This is an optimization exercise on Yosys and OpenROAD, whose aim is small area and a short achievable clock period, not a production implementation. Function was checked by simulation only, so behaviour that the tests miss may differ from the original. No activity file was given, so power comes from the tool's default toggle rates.

==> inputs of v26 <==
==> flow/design.v (excerpt) <==
module CPU(
    clk,
    rst_n,
    in_valid,
    instruction,
    out_valid,
    instruction_fail,
    out_0,
    out_1,
    out_2,
    out_3,
    out_4,
    out_5
);
input clk;
input rst_n;
input in_valid;
input [31:0] instruction;
output logic out_valid, instruction_fail;
output logic [15:0] out_0, out_1, out_2, out_3, out_4, out_5;
function automatic [5:0] regsel(input [4:0] c);
    regsel[0] =  c[0] & ~c[1];
    regsel[1] = ~c[0] &  c[1];
    regsel[2] = ~c[4];
    regsel[3] =  c[2] & ~c[3];
    regsel[4] =  c[2] &  c[3];
    regsel[5] =  c[4] & ~c[0] & ~c[1] & ~c[2];
endfunction
wire [5:0] opc = instruction[31:26];
wire [5:0] fn  = instruction[5:0];
wire is_r    = (opc == 6'b000000);
wire is_addi = (opc == 6'b001000);
wire f_add   = is_r & (fn == 6'b100000);
wire f_mult  = is_r & (fn == 6'b011000);
wire f_sll   = is_r & (fn == 6'b000000);
wire f_sra   = is_r & (fn == 6'b000010);
wire f_relu  = is_r & (fn == 6'b110001);
wire f_lrelu = is_r & (fn == 6'b110010);
wire supported = is_addi | f_add | f_mult | f_sll | f_sra | f_relu | f_lrelu;
wire [5:0] sa = regsel(instruction[25:21]);
wire [5:0] sb = regsel(instruction[20:16]);
wire [15:0] rs_v = ({16{sa[0]}} & out_0) | ({16{sa[1]}} & out_1) | ({16{sa[2]}} & out_2) |
                   ({16{sa[3]}} & out_3) | ({16{sa[4]}} & out_4) | ({16{sa[5]}} & out_5);
wire [15:0] rt_v = ({16{sb[0]}} & out_0) | ({16{sb[1]}} & out_1) | ({16{sb[2]}} & out_2) |
                   ({16{sb[3]}} & out_3) | ({16{sb[4]}} & out_4) | ({16{sb[5]}} & out_5);
wire [4:0] dcode = is_addi ? instruction[20:16] : instruction[15:11];
logic [15:0] a0, b0;
logic [4:0]  sh0;
logic        add0, mul0, lrelu0, relu0, sll0, sra0;
logic [2:0]  d0;
logic        v0, f0;
always_ff @(posedge clk) begin
    a0 <= rs_v;
    b0 <= is_addi ? instruction[15:0] : rt_v;
    sh0 <= instruction[10:6];
    add0 <= is_addi | f_add;
    mul0 <= f_mult;
    lrelu0 <= f_lrelu;
    relu0 <= f_relu;
    sll0 <= f_sll;
    sra0 <= f_sra;
    d0 <= {dcode[3], dcode[1], dcode[0]};
end
always_ff @(posedge clk or negedge rst_n) begin
    if (!rst_n) begin
        v0 <= 1'b0;
        f0 <= 1'b0;
  ...
export LEC_CHECK = 0
export CAP_MARGIN = 20
export CORE_MARGIN = 2
export CORE_UTILIZATION = 40
export SLEW_MARGIN = 20
create_clock -name core_clock -period 4.5 [get_ports {clk}]
run.sh (not shown) runs the stock make flow with config.mk's settings and CLKGATE_MAP_FILE= SYNTH_SCRIPT=/design/flow/synth_recipe.tcl, a recipe that flattens the netlist after the stock synthesis.
==> inputs of v28, as changes to v26 <==
--- a/flow/config.mk
+++ b/flow/config.mk
@@ -9,3 +9,4 @@
 export CORE_MARGIN = 2
 export CORE_UTILIZATION = 40
+export SETUP_SLACK_MARGIN = 2.0
 export SLEW_MARGIN = 20
==> run summary <==
Status: v28 no timing/DRC/antenna violations; v26 no timing/DRC/antenna violations
Relative contribution of the clock network to total power: v28 0.235; v26 0.265
End-of-flow core utilization: v28 0.519; v26 0.470
Worst Tran Pin Value: v28 1.16 ns; v26 1.23 ns
Post-Route M1 WL: v28 28100 um; v26 27200 um
Number of search-and-repair iterations in the first detailed-routing pass: v28 10; v26 7
Sw Pwr: v28 4.47 mW; v26 4.11 mW
Switching Share: v28 0.403; v26 0.391
Clock latency at the later pin of the worst-skew pair: v28 0.58 ns; v26 0.59 ns
Timing startpoint of the critical path: v28 dg1[0]; v26 b0[15]
Destination of the worst register-to-register timing path: v28 y2[7]; v26 r5[13]
Fraction of standard cell area in multi-input logic: v28 0.522; v26 0.519
Tightest slew margin relative to the limit: v28 0.221; v26 0.175
Proportion of cell area occupied by registers: v28 0.271; v26 0.291
FF/Latch Area: v28 0.00622 mm2; v26 0.00605 mm2
First-pass GRT wire length: v28 100000 um; v26 94200 um
Non-filler instance count after layout: v28 2687; v26 2599
Biggest power consumer among the groups: v28 combinational logic; v26 registers
Portion of the clock cycle consumed by the worst path in the final layout: v28 0.637; v26 0.747
Total track usage: v28 0.281; v26 0.262
Leakage power total: v28 9.53 nW; v26 8.60 nW
TritonCTS buffer count: v28 30; v26 31
Global-route met3 utilization: v28 0.0473; v26 0.0385
Source of the worst register-to-register timing path: v28 dg1[0]; v26 b0[15]
Routing usage on met2: v28 0.440; v26 0.408
Via count: v28 16500; v26 15800
Detailed route wirelength on metal2: v28 30600 um; v26 27600 um

---

==> job 4850: inputs <==
Another version of the RTL of CPU (not shown whole).
Settings: LEC_CHECK=0, CAP_MARGIN=20, CORE_MARGIN=2, CORE_UTILIZATION=45, CTS_CLUSTER_SIZE=30, SETUP_SLACK_MARGIN=2.0, SLEW_MARGIN=20; clock period 4.5 ns.
standard.sh (not shown) runs the stock make flow with config.mk's settings and CLKGATE_MAP_FILE= SYNTH_SCRIPT=/design/flow/synth_recipe.tcl, a recipe that flattens the netlist after the stock synthesis.
==> flow/flow/run.sh <==
#!/bin/bash
# The standard layout, with plain buf_1 cells as the port buffers (the default
# port buffer here is the slower and larger clkdlybuf4s50_1).
set -euo pipefail
bash standard.sh BUFFER_PORTS_ARGS="-buffer_cell sky130_fd_sc_hd__buf_1" finish > run_standard.log 2>&1
==> job 1474: changes against job 4850 <==
--- a/flow/design.v
+++ b/flow/design.v
@@ -123,88 +123,84 @@
     booth8[0] = ~c[2] & (c[1] ^ c[0]);
     booth8[1] = (~c[2] & c[1] & c[0]) | (c[2] & ~c[1] & ~c[0]);
     booth8[2] = c[2] & (c[1] ^ c[0]);
     booth8[3] = c[2] & c[1] & c[0];
     booth8[4] = g[3] & (c[2] | c[1] | c[0]);
 endfunction
-function automatic [3:0] dcode4(input [4:0] g);
-    dcode4 = {g[4], g[3], g[0] | g[2], g[1] | g[2]};
-endfunction
 wire [16:0] bx = {b0, 1'b0};
-wire [19:0] gm = {dcode4(booth8(bx[15:12])), dcode4(booth8(bx[12:9])), dcode4(booth8(bx[9:6])),
-                  dcode4(booth8(bx[6:3])), dcode4(booth8(bx[3:0]))};
+wire [24:0] gm = {booth8(bx[15:12]), booth8(bx[12:9]), booth8(bx[9:6]),
+                  booth8(bx[6:3]), booth8(bx[3:0])};
 wire [3:0] sk = sh0[4] ? 4'd15 : sh0[3:0];    
-wire [19:0] sd;
-assign sd[0] = (sk == 4'd14);
-assign sd[1] = (sk == 4'd15);
-assign sd[2] = (sk == 4'd13);
-assign sd[3] = 1'b0;
-assign sd[4] = (sk == 4'd11);
+wire [24:0] sd;
+assign sd[0] = (sk == 4'd15);
+assign sd[1] = (sk == 4'd14);
+assign sd[2] = 1'b0;
+assign sd[3] = (sk == 4'd13);
+assign sd[4] = 1'b0;
 assign sd[5] = (sk == 4'd12);
-assign sd[6] = (sk == 4'd10);
+assign sd[6] = (sk == 4'd11);
 assign sd[7] = 1'b0;
-assign sd[8] = (sk == 4'd8);
-assign sd[9] = (sk == 4'd9);
-assign sd[10] = (sk == 4'd7);
-assign sd[11] = 1'b0;
-assign sd[12] = (sk == 4'd5);
-assign sd[13] = (sk == 4'd6);
-assign sd[14] = (sk == 4'd4);
-assign sd[15] = 1'b0;
-assign sd[16] = (sk == 4'd2);
-assign sd[17] = (sk == 4'd3);
-assign sd[18] = (sk == 4'd1);
+assign sd[8] = (sk == 4'd10);
+assign sd[9] = 1'b0;
+assign sd[10] = (sk == 4'd9);
+assign sd[11] = (sk == 4'd8);
+assign sd[12] = 1'b0;
+assign sd[13] = (sk == 4'd7);
+assign sd[14] = 1'b0;
+assign sd[15] = (sk == 4'd6);
+assign sd[16] = (sk == 4'd5);
+assign sd[17] = 1'b0;
+assign sd[18] = (sk == 4'd4);
 assign sd[19] = 1'b0;
-wire [19:0] ad = 20'd1 << 18;
-wire r5_neg = m1_d & b0[15] & ~b0[14];
-wire r5_a   = (m1_d & ~b0[15] & b0[14]) | (sra0 & (sk == 4'd0)) |
-              (~m1_d & ~add0 & ~sra0 & ~sll0 & ~(relu0 & a0[15]));
-wire r5_b   = add0;
-wire r5_sh  = sll0;
-wire [15:0] r5_d = ({16{r5_neg}} & neg_a) | ({16{r5_a}} & a0) |
-                   ({16{r5_b}} & b0) | ({16{r5_sh}} & shl);
-logic [16:0] a1;
-logic [15:0] r5;
+assign sd[20] = (sk == 4'd3);
+assign sd[21] = (sk == 4'd2);
+assign sd[22] = 1'b0;
+assign sd[23] = (sk == 4'd1);
+assign sd[24] = 1'b0;
+wire [24:0] ad = 25'd1 << 22;
+wire [15:0] r5_d = m1_d ? ((b0[15] & ~b0[14]) ? neg_a : (~b0[15] & b0[14]) ? a0 : 16'd0) :
+                   add0 ? b0 :
+                   sra0 ? ((sk == 4'd0) ? a0 : 16'd0) :
+                   sll0 ? shl :
+                   (relu0 & a0[15]) ? 16'd0 : a0;
+logic [15:0] a1, r5;
 logic [18:0] t1;
-logic [19:0] dg1;
+logic [24:0] dg1;
 logic [2:0]  d1;
 logic        v1, f1;
 always_ff @(posedge clk) begin
-    a1 <= add0 ? {a0, 1'b0} : {a0[15], a0};
-    t1 <= tri_a;
+    a1 <= a0;
+    t1 <= m1_d ? tri_a : {a0, 3'b000};
     r5 <= r5_d;
-    dg1 <= m1_d ? gm : sra0 ? sd : add0 ? ad : 20'd0;
+    dg1 <= m1_d ? gm : sra0 ? sd : add0 ? ad : 25'd0;
     d1 <= d0;
 end
 always_ff @(posedge clk or negedge rst_n) begin
     if (!rst_n) begin
         v1 <= 1'b0;
         f1 <= 1'b0;
     end else begin
         v1 <= v0;
         f1 <= f0;
     end
 end
-wire [18:0] m1x = {{2{a1[16]}}, a1};
-wire [18:0] m2x = {a1[16], a1, 1'b0};
+wire [18:0] m1x = {{3{a1[15]}}, a1};
+wire [18:0] m2x = {{2{a1[15]}}, a1, 1'b0};
 wire [18:0] m3x = t1;
-wire [18:0] m4x = {a1, 2'b0};
+wire [18:0] m4x = {a1[15], a1, 2'b0};
 function automatic [18:0] ppsel(input [4:0] g, input [18:0] x1, input [18:0] x2,
                                 input [18:0] x3, input [18:0] x4);
     ppsel = ({19{g[0]}} & x1) | ({19{g[1]}} & x2) | ({19{g[2]}} & x3) | ({19{g[3]}} & x4);
     ppsel = ppsel ^ {19{g[4]}};
 endfunction
-function automatic [4:0] ddec(input [3:0] c);  
-    ddec = {c[3], c[2], c[1] & c[0], ~c[1] & c[0], c[1] & ~c[0]};
-endfunction
-wire [18:0] pp0 = ppsel(ddec(dg1[3:0]),   m1x, m2x, m3x, m4x);
-wire [18:0] pp1 = ppsel(ddec(dg1[7:4]),   m1x, m2x, m3x, m4x);
-wire [18:0] pp2 = ppsel(ddec(dg1[11:8]),  m1x, m2x, m3x, m4x);
-wire [18:0] pp3 = ppsel(ddec(dg1[15:12]), m1x, m2x, m3x, m4x);
-wire [18:0] pp4 = ppsel(ddec(dg1[19:16]), m1x, m2x, m3x, m4x);
-wire [4:0]  ng  = {dg1[19], dg1[15], dg1[11], dg1[7], dg1[3]};
+wire [18:0] pp0 = ppsel(dg1[4:0],   m1x, m2x, m3x, m4x);
+wire [18:0] pp1 = ppsel(dg1[9:5],   m1x, m2x, m3x, m4x);
+wire [18:0] pp2 = ppsel(dg1[14:10], m1x, m2x, m3x, m4x);
+wire [18:0] pp3 = ppsel(dg1[19:15], m1x, m2x, m3x, m4x);
+wire [18:0] pp4 = ppsel(dg1[24:20], m1x, m2x, m3x, m4x);
+wire [4:0]  ng  = {dg1[24], dg1[19], dg1[14], dg1[9], dg1[4]};
 wire [30:0] tx, ty;
 wire ts1, tc2, ts3, tc4, ts5, tc6, ts7, tc8, tp9, ts10, tc11, ts12, tc13, tp14, ts15, tc16, ts17, tc18, tp19, ts20, tc21, ts22, tc23, tp24, ts25, tc26, tp27, ts28, tc29, tp30, ts31, tc32, tp33, ts34, tc35, tp36, ts37, tc38, tp39, ts40, tc41, tp42, ts43, tc44, tp45, ts46, tc47, tp48, ts49, tc50, tp51, ts52, tc53, tp54, ts55, tc56, tp57, ts58, tc59, tp60, ts61, tc62, tp63, ts64, tc65, tp66, ts67, tc68, ts69, tc70, tp71, ts72, tc73, ts74, tc75, tp76, ts77, tc78, ts79, tc80, ts81, tc82, ts83, tc84, ts85, tc86, ts87, tc88, tp89, ts90, tc91, tp92, ts93, tc94, tp95, ts96, tc97, tp98, ts99, tc100, tp101, ts102, tc103, tp104, ts105, tc106, tp107, ts108, tc109, tp110, ts111, tc112, tp113, ts114, tc115, tp116, ts117, tc118, tp119, ts120, tc121, tp122, ts123, tc124, tp125, ts126, tc127, tp128, ts129, tc130, tp131, ts132, tc133, tp134, ts135, tc136, tp137, ts138, tc139, tp140, ts141, tc142, tp143, ts144, tc145, ts146, tc147, ts148, tc149, ts150, tc151, ts152, tc153, ts154, tc155, ts156, tc157, tp158, ts159, tc160, tp161, ts162, tc163, tp164, ts165, tc166, tp167, ts168, tc169, tp170, ts171, tc172, tp173, ts174, tc175, tp176, ts177, tc178, tp179, ts180, tc181, tp182, ts183, tc184, tp185, ts186, tc187, tp188, ts189, tc190, tp191, ts192, tc193, tp194, ts195, tc196, tp197, ts198, tc199, tp200, ts201, tc202, tp203, ts204, tc205, tp206, ts207, tc208, tp209, ts210, tc211, tp212, ts213, tc214, tp215, ts216, tc217, tp218, ts219, tc220, tp221, ts222, tc223, tp224, ts225, tc226, tp227, ts228, tc229, tp230;
 assign ts1 = pp0[9] ? ~pp1[6] : pp1[6];
 assign tc2 = pp0[9] & pp1[6];
 assign ts3 = pp0[10] ? ~pp1[7] : pp1[7];
 assign tc4 = pp0[10] & pp1[7];
==> flow/run.sh (new file) <==
#!/bin/bash
# synth_recipe.tcl (not shown) runs the flow's synth.tcl, then flattens the netlist and writes it again
# the make line also repeats each setting of config.mk as NAME=value (left out here)
make -C /OpenROAD-flow-scripts/flow DESIGN_CONFIG=/design/flow/config.mk WORK_HOME=/design/flow/orfs CLKGATE_MAP_FILE= SYNTH_SCRIPT=/design/flow/synth_recipe.tcl finish
- CORE_UTILIZATION: 45 -> 65
- CTS_CLUSTER_SIZE: 30 -> unset
removed: flow/flow/run.sh
removed: flow/standard.sh
==> run summary <==
In job 1474 the total power is larger than in job 4850, by 44%. Of job 1474 and job 4850, job 1474 has the higher global-route usage (gap 12 points). Against job 1474, the hold slack of job 4850 is worse by 9.1 ps. Between job 4850 and job 1474, the lower routed wire length is in job 4850 (gap about 0.6%, measured against job 1474). Clock-buffer cell count is the same in job 1474 and job 4850. In sequential share of layout area, job 4850 and job 1474 hardly differ. In job 1474 the core utilization is higher than in job 4850, by 25 points. In register-to-register slack, job 1474 and job 4850 hardly differ. Via count: job 4850 is lower than job 1474 (4.9%). Against job 1474, the clock skew of job 4850 is higher by 16 ps. Of job 1474 and job 4850, job 4850 has the higher final cell count (gap about 3%, measured against job 4850).

-- static timing again, ports no longer ideal --
No port has a modelled driver above. Below, the same layouts with a new extraction and two added sets of constraints.
Step 1: set_driving_cell puts a clkbuf_16 on clk and a buf_2 on each other input, an assumption about the parent block.
Step 2 moves the port delays by t, midway between the first and last clock arrival at a register: inputs arrive t later, outputs are due t later. That takes back most of the time a late clock gives input paths.
Three values: ideal, step 1, step 2; two values: the first two.
run | t, ns | setup slack, ns | clock arrival spread, ns | worst data-port slew with drivers (ns)
v26 | 0.627 | 1.138 / 1.138 / 1.138 | 0.031 / 0.031 | 0.04
v28 | 0.628 | 1.632 / 1.632 / 1.431 | 0.020 / 0.020 | 0.04
job 4850 | 0.649 | 1.758 / 1.758 / 1.494 | 0.037 / 0.037 | 0.05
job 1474 | 0.611 | 1.765 / 1.765 / 1.625 | 0.022 / 0.021 | 0.06
After both steps setup and hold are still met in every run listed. For job 4850, which loses most, drivers alone change the setup slack by 0.000 ns; drivers and shift together by -0.264 ns.
